This is an optimization exercise on Yosys and OpenROAD, whose aim is small area, not a production implementation. Function was checked by simulation only, so behaviour that the tests miss may differ from the original.

**flow/design.v**
```verilog
`timescale 1ns / 1ps
module hvsync(clk, reset, data_enable, hsync, vsync, hpos, vpos);
input clk;
input reset;
output data_enable;
output reg hsync;
output reg vsync;
output reg [11:0] hpos;
output reg [11:0] vpos;
parameter HDISPLAY = 800;
parameter HFRONT = 210;
parameter HSPULSE = 23;
parameter HTOTAL = 1056;
parameter HBACK = HTOTAL - HDISPLAY - HFRONT - HSPULSE;  
parameter VDISPLAY = 480;
parameter VBOTTOM = 22;
parameter VSPULSE = 5;
parameter VTOTAL = 525;
parameter VTOP =  VTOTAL - VSPULSE - VBOTTOM - VDISPLAY;  
parameter HA_END = HDISPLAY - 1;
parameter HS_STA = HA_END + HFRONT;  
parameter HS_END = HS_STA + HSPULSE;  
parameter LINE = HTOTAL - 1;
parameter VA_END = VDISPLAY - 1;
parameter VS_STA = VA_END + VBOTTOM;  
parameter VS_END = VS_STA + VSPULSE;  
parameter SCREEN = VTOTAL - 1; 
always @(posedge clk)
begin
	hsync <= (hpos>= HS_STA && hpos< HS_END) ? 0 : 1;
	vsync <= (vpos>= VS_STA && vpos< VS_END) ? 0 : 1;
if(hpos >= LINE)
begin
	hpos<= 12'd0;
	vpos<= (vpos == SCREEN) ? 12'd0 : vpos + 12'd1;
end
else 
begin
	hpos <= hpos + 12'd1;
end
if(reset) begin
	hpos <= 12'd0;
	vpos <= 12'd0;
	hsync <= 1'b1;
	vsync <= 1'b1;
end
end
	assign data_enable = (hpos<= HA_END && vpos<= VA_END) ? 1 : 0;
endmodule
module PushButton_Debouncer(
    input clk,
    input reset,  
    input PB,   
    output reg PB_state,   
    output PB_down,   
    output PB_up    
);
parameter CNT_W = 8;
reg PB_sync_0;  always @(posedge clk) PB_sync_0 <= reset ? 1'b0 : ~PB;   
reg PB_sync_1;  always @(posedge clk) PB_sync_1 <= reset ? 1'b0 : PB_sync_0;
reg [CNT_W-1:0] PB_cnt;
wire PB_idle = (PB_state==PB_sync_1);
wire PB_cnt_max = &PB_cnt;	 
always @(posedge clk)
if(reset)
begin
    PB_cnt <= 0;
    PB_state <= 1'b0;
end
else if(PB_idle)
    PB_cnt <= 0;   
else
begin
    PB_cnt <= PB_cnt + 1'b1;   
    if(PB_cnt_max) PB_state <= ~PB_state;   
end
assign PB_down = ~PB_idle & PB_cnt_max & ~PB_state;
assign PB_up   = ~PB_idle & PB_cnt_max &  PB_state;
endmodule
module dec_to_7seg (out, in);
output [6:0] out;
input [11:0] in;
reg [6:0] out;
always @(*)
	case (in)
		0: out = 7'b1000000;
		1: out = 7'b1111001;
		2: out = 7'b0100100;
		3: out = 7'b0110000;
		4: out = 7'b0011001;
		5: out = 7'b0010010;
		6: out = 7'b0000010;
		7: out = 7'b1111000;
		8: out = 7'b0000000;
		9: out = 7'b0011000;
		default: out = 7'b1111111;
	endcase
endmodule
module sign_to_7seg (out, in);
output [6:0] out;
input [7:0] in;
reg [6:0] out;
always @(*)
	case (in)
		0: out = 7'b0111111;
		1: out = 7'b1111111;
		default: out = 7'b1111111;
	endcase
endmodule
module inp_handler(SW, GPIO_0, HEX0, HEX1, HEX2, HEX3, HEX4, HEX5, clk, reset, MTL2_R, MTL2_G, MTL2_B, MTL2_HSD,
MTL2_VSD);
input [3:0] SW;
input [35:0] GPIO_0;
output [6:0] HEX0;
output [6:0] HEX1;
output [6:0] HEX2;
output [6:0] HEX3;
output [6:0] HEX4;
output [6:0] HEX5;
input clk;
input reset;
output [7:0] MTL2_R;
output [7:0] MTL2_G;
output [7:0] MTL2_B;
output MTL2_HSD;
output MTL2_VSD;
reg [7:0] red, green, blue;
wire res=~reset;  
wire display_on;
wire [11:0] hpos;
wire [11:0] vpos;
wire clk25 = clk;
hvsync test(
	.clk(clk25),
	.reset(res),
	.data_enable(display_on),
	.hsync(MTL2_HSD),
	.vsync(MTL2_VSD),
	.hpos(hpos),
	.vpos(vpos)
);
reg graph;
integer curCoef;
integer shiftX;
localparam integer shiftY = 240;
localparam [11:0] t = 500;
reg signed [16:0] x;
reg signed [36:0] y;
reg signed [16:0] coefs [4:0];
integer i, j;
reg [11:0] nums [0:4];
wire pressed [35:0];
genvar gen;
reg signed [4:0] zoom;
reg [7:0] plus;  
generate
   for (gen = 0; gen < 36; gen = gen + 1) begin : debounce_loop
      PushButton_Debouncer dber(
			.clk(clk25),
			.reset(res),
			.PB(GPIO_0[gen]),
			.PB_up(pressed[gen])
		);
   end
	dec_to_7seg conv0 (
		.out(HEX0), 
		.in(nums[0])
	);
	dec_to_7seg conv1 (
		.out(HEX1), 
		.in(nums[1])
	);
	dec_to_7seg conv2 (
		.out(HEX2), 
		.in(nums[2])
	);
	dec_to_7seg conv3 (
		.out(HEX3), 
		.in(nums[3])
	);
	dec_to_7seg conv4 (
		.out(HEX4), 
		.in(nums[4])
	);
	sign_to_7seg sign_conv (
		.out(HEX5),
		.in(plus)
	);
endgenerate
reg signed [16:0] buff;
function reg signed [36:0] poly(input reg signed [16:0] x, a4, a3, a2, a1, a0);
    begin
        poly = ((((a4 * x + a3) * x) + a2) * x + a1)*x + a0; 
    end
endfunction
always @(posedge clk25) begin
	if (res) begin
	graph = 0;
	curCoef = 0;
	shiftX = 400;
	zoom = 1;
	plus <= 1;
	for (j = 0; j < 5; j=j+1) begin
		coefs[j] = 0;
		nums[j] = 0;
	end
	buff = 0;
	x <= 0;
	y <= 0;
	red <= 8'h00;
	green <= 8'h00;
	blue <= 8'h00;
	end
	else begin
	x <= (hpos - shiftX) / zoom;
	y <= shiftY - vpos;
	red <= 8'hcc;
	green <= 8'hcc;
	blue <= 8'hcc;
	if (pressed[33]) begin  
		coefs[curCoef] = nums[0] + nums[1] * 10 + nums[2] * 100 + nums[3] * 1000 + nums[4] * 10000;
		if (plus == 0) coefs[curCoef] = coefs[curCoef] * -1;
		graph = ~graph;
	end
	if (graph) begin
		if (pressed[34])  
			shiftX = shiftX + 10;
		if (pressed[35])  
			shiftX = shiftX - 10;	
		if ((x === 0 || y === 0) && display_on) begin
			red <= 8'h00;
			green <= 8'h00;
			blue <= 8'h00;
		end
		if (pressed[29] && zoom < 5)
			zoom = zoom * 2;
		else if (pressed[31] && zoom > 1)
			zoom = zoom / 2;
		if ((x % 10 === 0 && y > -4 && 4 > y))begin
			red <= 8'h00;
			green <= 8'h00;
			blue <= 8'h00;
		end
		if ((x % 100 === 0 && y > -10 && 10 > y))begin
			red <= 8'h00;
			green <= 8'h00;
			blue <= 8'h00;
		end
		if ((y % 10 === 0 && x > -4 && 4 > x))begin
			red <= 8'h00;
			green <= 8'h00;
			blue <= 8'h00;
		end
		if ((y % 100 === 0 && x > -10 && 10 > x))begin
			red <= 8'h00;
			green <= 8'h00;
			blue <= 8'h00;
		end
		if ((y >= poly(x, coefs[4], coefs[3], coefs[2], coefs[1], coefs[0]) 
				&& poly(x + 1, coefs[4], coefs[3], coefs[2], coefs[1], coefs[0]) >= y)
				||	 (poly(x, coefs[4], coefs[3], coefs[2], coefs[1], coefs[0]) >= y 
				&& y >= poly(x + 1, coefs[4], coefs[3], coefs[2], coefs[1], coefs[0]))) begin
					red <= 8'hcc;
					green <= 8'h00;
					blue <= 8'h00;
		end
	end
	else begin
		if (pressed[30]) begin  
			if (plus == 0) begin plus <= 1; end
			else begin plus <= 0; end
		end
		if (pressed[34] && curCoef > 0) begin  
			coefs[curCoef] = nums[0] + nums[1] * 10 + nums[2] * 100 + nums[3] * 1000 + nums[4] * 10000;  
			if (plus == 0) coefs[curCoef] = coefs[curCoef] * -1;  
			curCoef = curCoef - 1;  
			buff = coefs[curCoef];
			if (buff < 0) begin
				plus <= 0;
				buff = buff * -1;
			end
			else begin  
				plus <= 1;
			end
			nums[0] = buff % 10;
			buff = buff / 10;
			nums[1] = buff % 10;
			buff = buff / 10;
			nums[2] = buff % 10;
			buff = buff / 10;
			nums[3] = buff % 10;
			buff = buff / 10;
			nums[4] = buff % 10;
		end
		else if (pressed[35] && curCoef < 4) begin  
			coefs[curCoef] = nums[0] + nums[1] * 10 + nums[2] * 100 + nums[3] * 1000 + nums[4] * 10000;
			if (plus == 0) coefs[curCoef] = coefs[curCoef] * -1;
			curCoef = curCoef + 1;
			buff = coefs[curCoef];
			if (buff < 0) begin
				plus <= 0;
				buff = buff * -1;
			end
			else begin  
				plus <= 1;
			end
			nums[0] = buff % 10;
			buff = buff / 10;
			nums[1] = buff % 10;
			buff = buff / 10;
			nums[2] = buff % 10;
			buff = buff / 10;
			nums[3] = buff % 10;
			buff = buff / 10;
			nums[4] = buff % 10;
		end
		else if (hpos < t) begin
			red <= 8'h00;
			green <= 8'hcc;
			blue <= 8'h00;
		end
		else begin
			red <= 8'hcc;
			green <= 8'hcc;
			blue <= 8'hcc;
		end
		for (i = 0; i < 5; i=i+1) begin  
			if (hpos >= 20 + i*80 && vpos >= 20 &&
				56 + i*80 >= hpos && 80 >= vpos && display_on) begin
				red <= 8'h00;
				green <= 8'h00;
				blue <= 8'h00;
			end
		end
		if (hpos >= 20 + curCoef*80 && vpos >= 20 &&  
			56 + curCoef*80 >= hpos && 80 >= vpos && display_on) begin
			red <= 8'hcc;
			green <= 8'h00;
			blue <= 8'h00;
		end
		for (i = 0; i < 5; i=i+1) begin  
			if (i == 0) begin  
				if (hpos >= 32 + i*80 && vpos >= 32 &&
					44 + i*80 >= hpos && 68 >= vpos && display_on) begin
					red <= 8'h00;
					green <= 8'hcc;
					blue <= 8'h00;
				end
			end
			if (i == 1) begin  
				if (hpos >= 20 + i*80 && vpos >= 20 &&
					32 + i*80 >= hpos && 80 >= vpos && display_on) begin
					red <= 8'h00;
					green <= 8'hcc;
					blue <= 8'h00;
				end
				if (hpos >= 44 + i*80 && vpos >= 20 &&
					56 + i*80 >= hpos && 80 >= vpos && display_on) begin
					red <= 8'h00;
					green <= 8'hcc;
					blue <= 8'h00;
				end
			end
			if (i == 2) begin  
				if (hpos >= 20 + i*80 && vpos >= 32 &&
					44 + i*80 >= hpos && 44 >= vpos && display_on) begin
					red <= 8'h00;
					green <= 8'hcc;
					blue <= 8'h00;
				end
				if (hpos >= 32 + i*80 && vpos >= 56 &&
					68 + i*80 >= hpos && 68 >= vpos && display_on) begin
					red <= 8'h00;
					green <= 8'hcc;
					blue <= 8'h00;
				end
			end
			if (i == 3) begin  
				if (hpos >= 20 + i*80 && vpos >= 32 &&
					44 + i*80 >= hpos && 44 >= vpos && display_on) begin
					red <= 8'h00;
					green <= 8'hcc;
					blue <= 8'h00;
				end
				if (hpos >= 20 + i*80 && vpos >= 56 &&
					44 + i*80 >= hpos && 68 >= vpos && display_on) begin
					red <= 8'h00;
					green <= 8'hcc;
					blue <= 8'h00;
				end
			end
			if (i == 4) begin  
				if (hpos >= 32 + i*80 && vpos >= 20 &&
					44 + i*80 >= hpos && 44 >= vpos && display_on) begin
					red <= 8'h00;
					green <= 8'hcc;
					blue <= 8'h00;
				end
				if (hpos >= 20 + i*80 && vpos >= 56 &&
					44 + i*80 >= hpos && 80 >= vpos && display_on) begin
					red <= 8'h00;
					green <= 8'hcc;
					blue <= 8'h00;
				end
			end
		end
		if (pressed[32]) begin  
			nums[0] = nums[1];
			nums[1] = nums[2];
			nums[2] = nums[3];
			nums[3] = nums[4];
			nums[4] = 0;
		end
		if (nums[4] != 0) begin
		end
		else begin  
			if (pressed[0]) begin
				nums[4] = nums[3];
				nums[3] = nums[2];
				nums[2] = nums[1];
				nums[1] = nums[0];
				nums[0] = 0;
			end
			else if (pressed[1]) begin
				nums[4] = nums[3];
				nums[3] = nums[2];
				nums[2] = nums[1];
				nums[1] = nums[0];
				nums[0] = 1;
			end
			else if (pressed[2]) begin
				nums[4] = nums[3];
				nums[3] = nums[2];
				nums[2] = nums[1];
				nums[1] = nums[0];
				nums[0] = 2;
			end
			else if (pressed[3]) begin
				nums[4] = nums[3];
				nums[3] = nums[2];
				nums[2] = nums[1];
				nums[1] = nums[0];
				nums[0] = 3;
			end
			else if (pressed[4]) begin
				nums[4] = nums[3];
				nums[3] = nums[2];
				nums[2] = nums[1];
				nums[1] = nums[0];
				nums[0] = 4;
			end
			else if (pressed[5]) begin
				nums[4] = nums[3];
				nums[3] = nums[2];
				nums[2] = nums[1];
				nums[1] = nums[0];
				nums[0] = 5;
			end
			else if (pressed[6]) begin
				nums[4] = nums[3];
				nums[3] = nums[2];
				nums[2] = nums[1];
				nums[1] = nums[0];
				nums[0] = 6;
			end
			else if (pressed[7]) begin
				nums[4] = nums[3];
				nums[3] = nums[2];
				nums[2] = nums[1];
				nums[1] = nums[0];
				nums[0] = 7;
			end
			else if (pressed[8]) begin
				nums[4] = nums[3];
				nums[3] = nums[2];
				nums[2] = nums[1];
				nums[1] = nums[0];
				nums[0] = 8;
			end
			else if (pressed[9]) begin
				nums[4] = nums[3];
				nums[3] = nums[2];
				nums[2] = nums[1];
				nums[1] = nums[0];
				nums[0] = 9;
			end
		end
	end
	end
end
assign MTL2_R=red;
assign MTL2_G=green;
assign MTL2_B=blue;
endmodule
```
**flow/run.sh**
```bash
#!/bin/bash
# synth_recipe.tcl (not shown) runs the flow's synth.tcl, then flattens the netlist and writes it again
# the make line also repeats each setting of config.mk as NAME=value (left out here)
make -C /OpenROAD-flow-scripts/flow DESIGN_CONFIG=/design/flow/config.mk WORK_HOME=/design/flow/orfs CLKGATE_MAP_FILE= SYNTH_SCRIPT=/design/flow/synth_recipe.tcl finish
```
**flow/config.mk**
```make
export PLATFORM = sky130hd
export DESIGN_NAME = inp_handler
export DESIGN_NICKNAME = inp_handler
export VERILOG_FILES = /design/flow/design.v
export SDC_FILE = /design/flow/constraint.sdc
export NUM_CORES = 8
export LEC_CHECK = 0
export CAP_MARGIN = 20
export CORE_MARGIN = 2
export CORE_UTILIZATION = 40
export SLEW_MARGIN = 20
```
**flow/constraint.sdc**
```tcl
create_clock -name core_clock -period 80.0 [get_ports {clk}]
set_input_delay 16.0000 -clock core_clock [delete_from_list [all_inputs] [get_ports {clk}]]
set_output_delay 16.0000 -clock core_clock [all_outputs]
set_load 0.01 [all_outputs]
```
==> summary.txt <==
## flip-flops by register name (all words and copies together) (netlist names), 12 cells and up, named ones only
| name | flops |
|---|---|
| coefs | 85 |
| curCoef | 32 |
| debounce_loop.dber.PB_cnt | 136 |
| debounce_loop.dber.PB_state | 17 |
| debounce_loop.dber.PB_sync_0 | 17 |
| debounce_loop.dber.PB_sync_1 | 17 |
| nums | 60 |
| shiftX | 31 |
| test.hpos | 12 |
| test.vpos | 12 |
| x | 17 |
| y | 13 |
## cell usage after synthesis, types with 146 or more instances
| library cell | n | area (µm²) |
|---|---|---|
| o21ai_0 | 621 | 3108 |
| or3_1 | 146 | 913.4 |
| nand2b_1 | 181 | 1132 |
| mux2i_1 | 195 | 1952 |
| ha_1 | 1410 | 17640 |
| nand2_1 | 2229 | 8367 |
| clkbuf_1 | 940 | 3528 |
| fa_1 | 3298 | 66020 |
| inv_1 | 4225 | 15860 |
| and2_1 | 1397 | 8740 |
| a211oi_1 | 147 | 1104 |
| dfxtp_1 | 496 | 9930 |
| nand3_1 | 397 | 1987 |
| xnor2_1 | 966 | 8461 |
| nor2_1 | 2207 | 8284 |
| xor2_1 | 338 | 2960 |
| a31oi_1 | 158 | 988.5 |
| a21oi_1 | 1049 | 5250 |
| o21a_1 | 172 | 1291 |
| nor3_1 | 325 | 1627 |
| nor2b_1 | 199 | 1245 |
| o21bai_1 | 280 | 2102 |
| o211ai_1 | 147 | 1104 |
## worst max-delay path: cells and delay by family, from the launching register on
kind | cells | cell delay [ns]
buffers and inverters | 15 | 2.69
multiplexers | 9 | 2.58
AO/OA/AOI/OAI | 158 | 30.38
flip-flops | 1 | 0.33
XOR/XNOR | 1 | 0.14
AND/OR/NAND/NOR | 126 | 27.15
adder cells (fa/ha/maj) | 34 | 9.90
## stage by stage
| stage | area, µm² | util [%] | setup slack (ns) |
|---|---|---|---|
| after floorplan | 190100 | - | 9.057 |
| after global placement | 199100 | 42.02 | 2.021 |
| after detailed placement | 199100 | 42.02 | 1.573 |
| after CTS | 201400 | 42.51 | 1.142 |
| after global routing | 202000 | 42.63 | -0.1798 |
| final | 202000 | 42.63 | 6.581 |
## layout make-up
| type | instances | area, µm² | share of cell area (%) |
|---|---|---|---|
| diodes | 4 | 10.01 | 0.004955 |
| clock buffers | 85 | 1804 | 0.8931 |
| clock inverters | 37 | 504.2 | 0.2496 |
| inverters | 4239 | 15920 | 7.882 |
| multi-input cells | 17829 | 161500 | 79.93 |
| flip-flops and latches | 496 | 9993 | 4.947 |
| well taps | 6247 | 7816 | 3.869 |
| repair buffers | 572 | 4484 | 2.220 |
## cells by family (layout without fill, tap and decap cells)
group / count (synthesis) / in the layout / share of synthesized area [%]
and+or+nand+nor: 7836 / 7836 / 19.86
buffers and inverters: 5289 / 4933 / 10.54
adders and majority gates: 4732 / 4732 / 44.15
AOI/OAI and AO/OA: 3637 / 3637 / 12.55
xor gates and xnor gates: 1306 / 1306 / 6.030
DFF: 496 / 496 / 5.224
muxes: 299 / 299 / 1.645
other: 2 / 23 / 0.003951
## repair_timing
item                                    4_1_cts  5_1_grt
hold buffers                                  0        0
hold endpoints to repair                      0        0
endpoints found under the setup margin        0        3
buffers inserted                              0       25
resized for setup                             0       66
## routing by layer
layer  wire length (µm)  vias to the layer above
met2             270500                     4396
met1             250200                    80233
li1                   -                    74215
met3              34090                      884
met5                 22                        -
met4              25170                        4
## worst max path at each step
stage,start,end,slack [ns],cells after the start
after floorplan,test.hpos[1],x[0],9.06,355
after global placement,test.hpos[1],x[0],2.02,341
after detailed placement,test.hpos[1],x[0],1.57,343
after CTS,test.hpos[1],x[0],1.14,343
after global routing,test.hpos[1],x[0],-0.18,348
final,test.hpos[1],x[0],6.58,343
==> out/results.ini <==
[run_status]
status=finished clean

[yosys]
yosysWarnings=9
syn_avg_cell_area_um2=8.054
ys_seq_area_share_pct=5.224
async_flop_share_pct=0
syn_inst=23597
syn_area_um2=190100
synthFlopType=dfxtp_1
synth_edf_count=0
ys_types=136
yosys_register_bits=496

[route]
totalWireLength_mm=580.0
first_iter_violations=11479
first_pass_iters=9
drc_errors=0
wl_per_cell_um=19.65
vias=159732
ant_nets=0
routed_via_density=5.413

[sta]
timing.fmax_mhz=13.62
tightestPinTransition_ns=1.245
skew_ns=0.04468
tns_ns=0
setup_viol=0
timing.hold.ws_ns=0.4301
slew_violations=0
hold_viol=0
timing.final.crit_share_pct=91.77
fin_crit_ns=73.42
relSlewSlack_pct=17.01

[cts]
cts_tree=built
worstSkewPairLatency_ns=0.72
cts_buffer_depth=3
cts_buffers=67
clockRootBuffer=clkbuf_16
clk_pin_slew_worst_paths_ns=0.08
cts_sinks=496
htreeDepth=3

[grt]
grtUsageTotal_pct=24.12
grt_pass1_wl_mm=924.0
use_met2_pct=39.96
grt_max_degree=106
met1_usage_pct=32.37
grt-busiest-layer=met2
antenna_found_initial=23
met3_usage_pct=2.813
grt_pass1_vias=161610
gr-total-overflow=0

[setup_path]
setup.worst_path.end_class=flip-flop
worstRegToRegCells=343
startpoint_type=flip-flop
cp_common_cell=o21a_1
worstPathRequired_ns=80.56
critPathSlowestCell=or4_4
regToRegStartpoint=test.hpos[1]
regToRegEndpoint=x[0]
cpPeakStageDelay_ns=0.62
critPathKind=flip-flop to flip-flop
r2r_setup_slack_ns=6.58
worstPathArrival_ns=73.98
crit_path_max_fanout=17

[cells_and_area]
synthToLayoutAreaGrowth_pct=6.289
instances_no_fill=29509
filler_cell_count=47752
fin_nets=27955
layout-drive-gt1-share_pct=4.906
layout_commonest_cell=inv_1
layout_common_cells=inv_1 (4224), fa_1 (3298), nand2_1 (2226), nor2_1 (2198), ha_1 (1409)

[floorplan]
die_h_um=693.3
rows=253
num_io_pins=110
start_util_pct=40.11
core_um2=473900
die_area_um2=480700
die_w_um=693.3

[placement]
io_buffers=68
place.gp.congestion=0.9405
dp_hpwl_mm=459.8
post-place-cells=29357

[hold_path]
hp-start=debounce_loop[1].dber.PB_sync_0
min_to=debounce_loop[1].dber.PB_sync_1
min_path_type=flip-flop to flip-flop
worstHoldPathCells=1

[run]
maxCapViolations=0

static timing again, ports no longer ideal:
In the flow no input, the clock included, has a driving cell. The finished layout below was timed again as built, in two steps.
Step 1 (the two cells are an assumption about what drives the block):
set clk [get_ports {clk}]
set_driving_cell -lib_cell sky130_fd_sc_hd__clkbuf_16 $clk
set_driving_cell -lib_cell sky130_fd_sc_hd__buf_2 [delete_from_list [all_inputs] $clk]
Step 2, shift: input delay + t, output delay - t, t = (earliest + latest rising clock arrival at the registers) / 2. This alone moves slack from input paths to output paths.
a / b / c = ideal / step 1 / step 2; a / b = the first two.
t, ns: 0.772
slack for setup (ns): 6.581 / 6.581 / 6.581
hold slack, ns: 0.430 / 0.430 / 0.430
After both steps this run still meets setup and hold. The setup slack of this run moves by 0.000 ns with the drivers and by 0.000 ns with both steps.
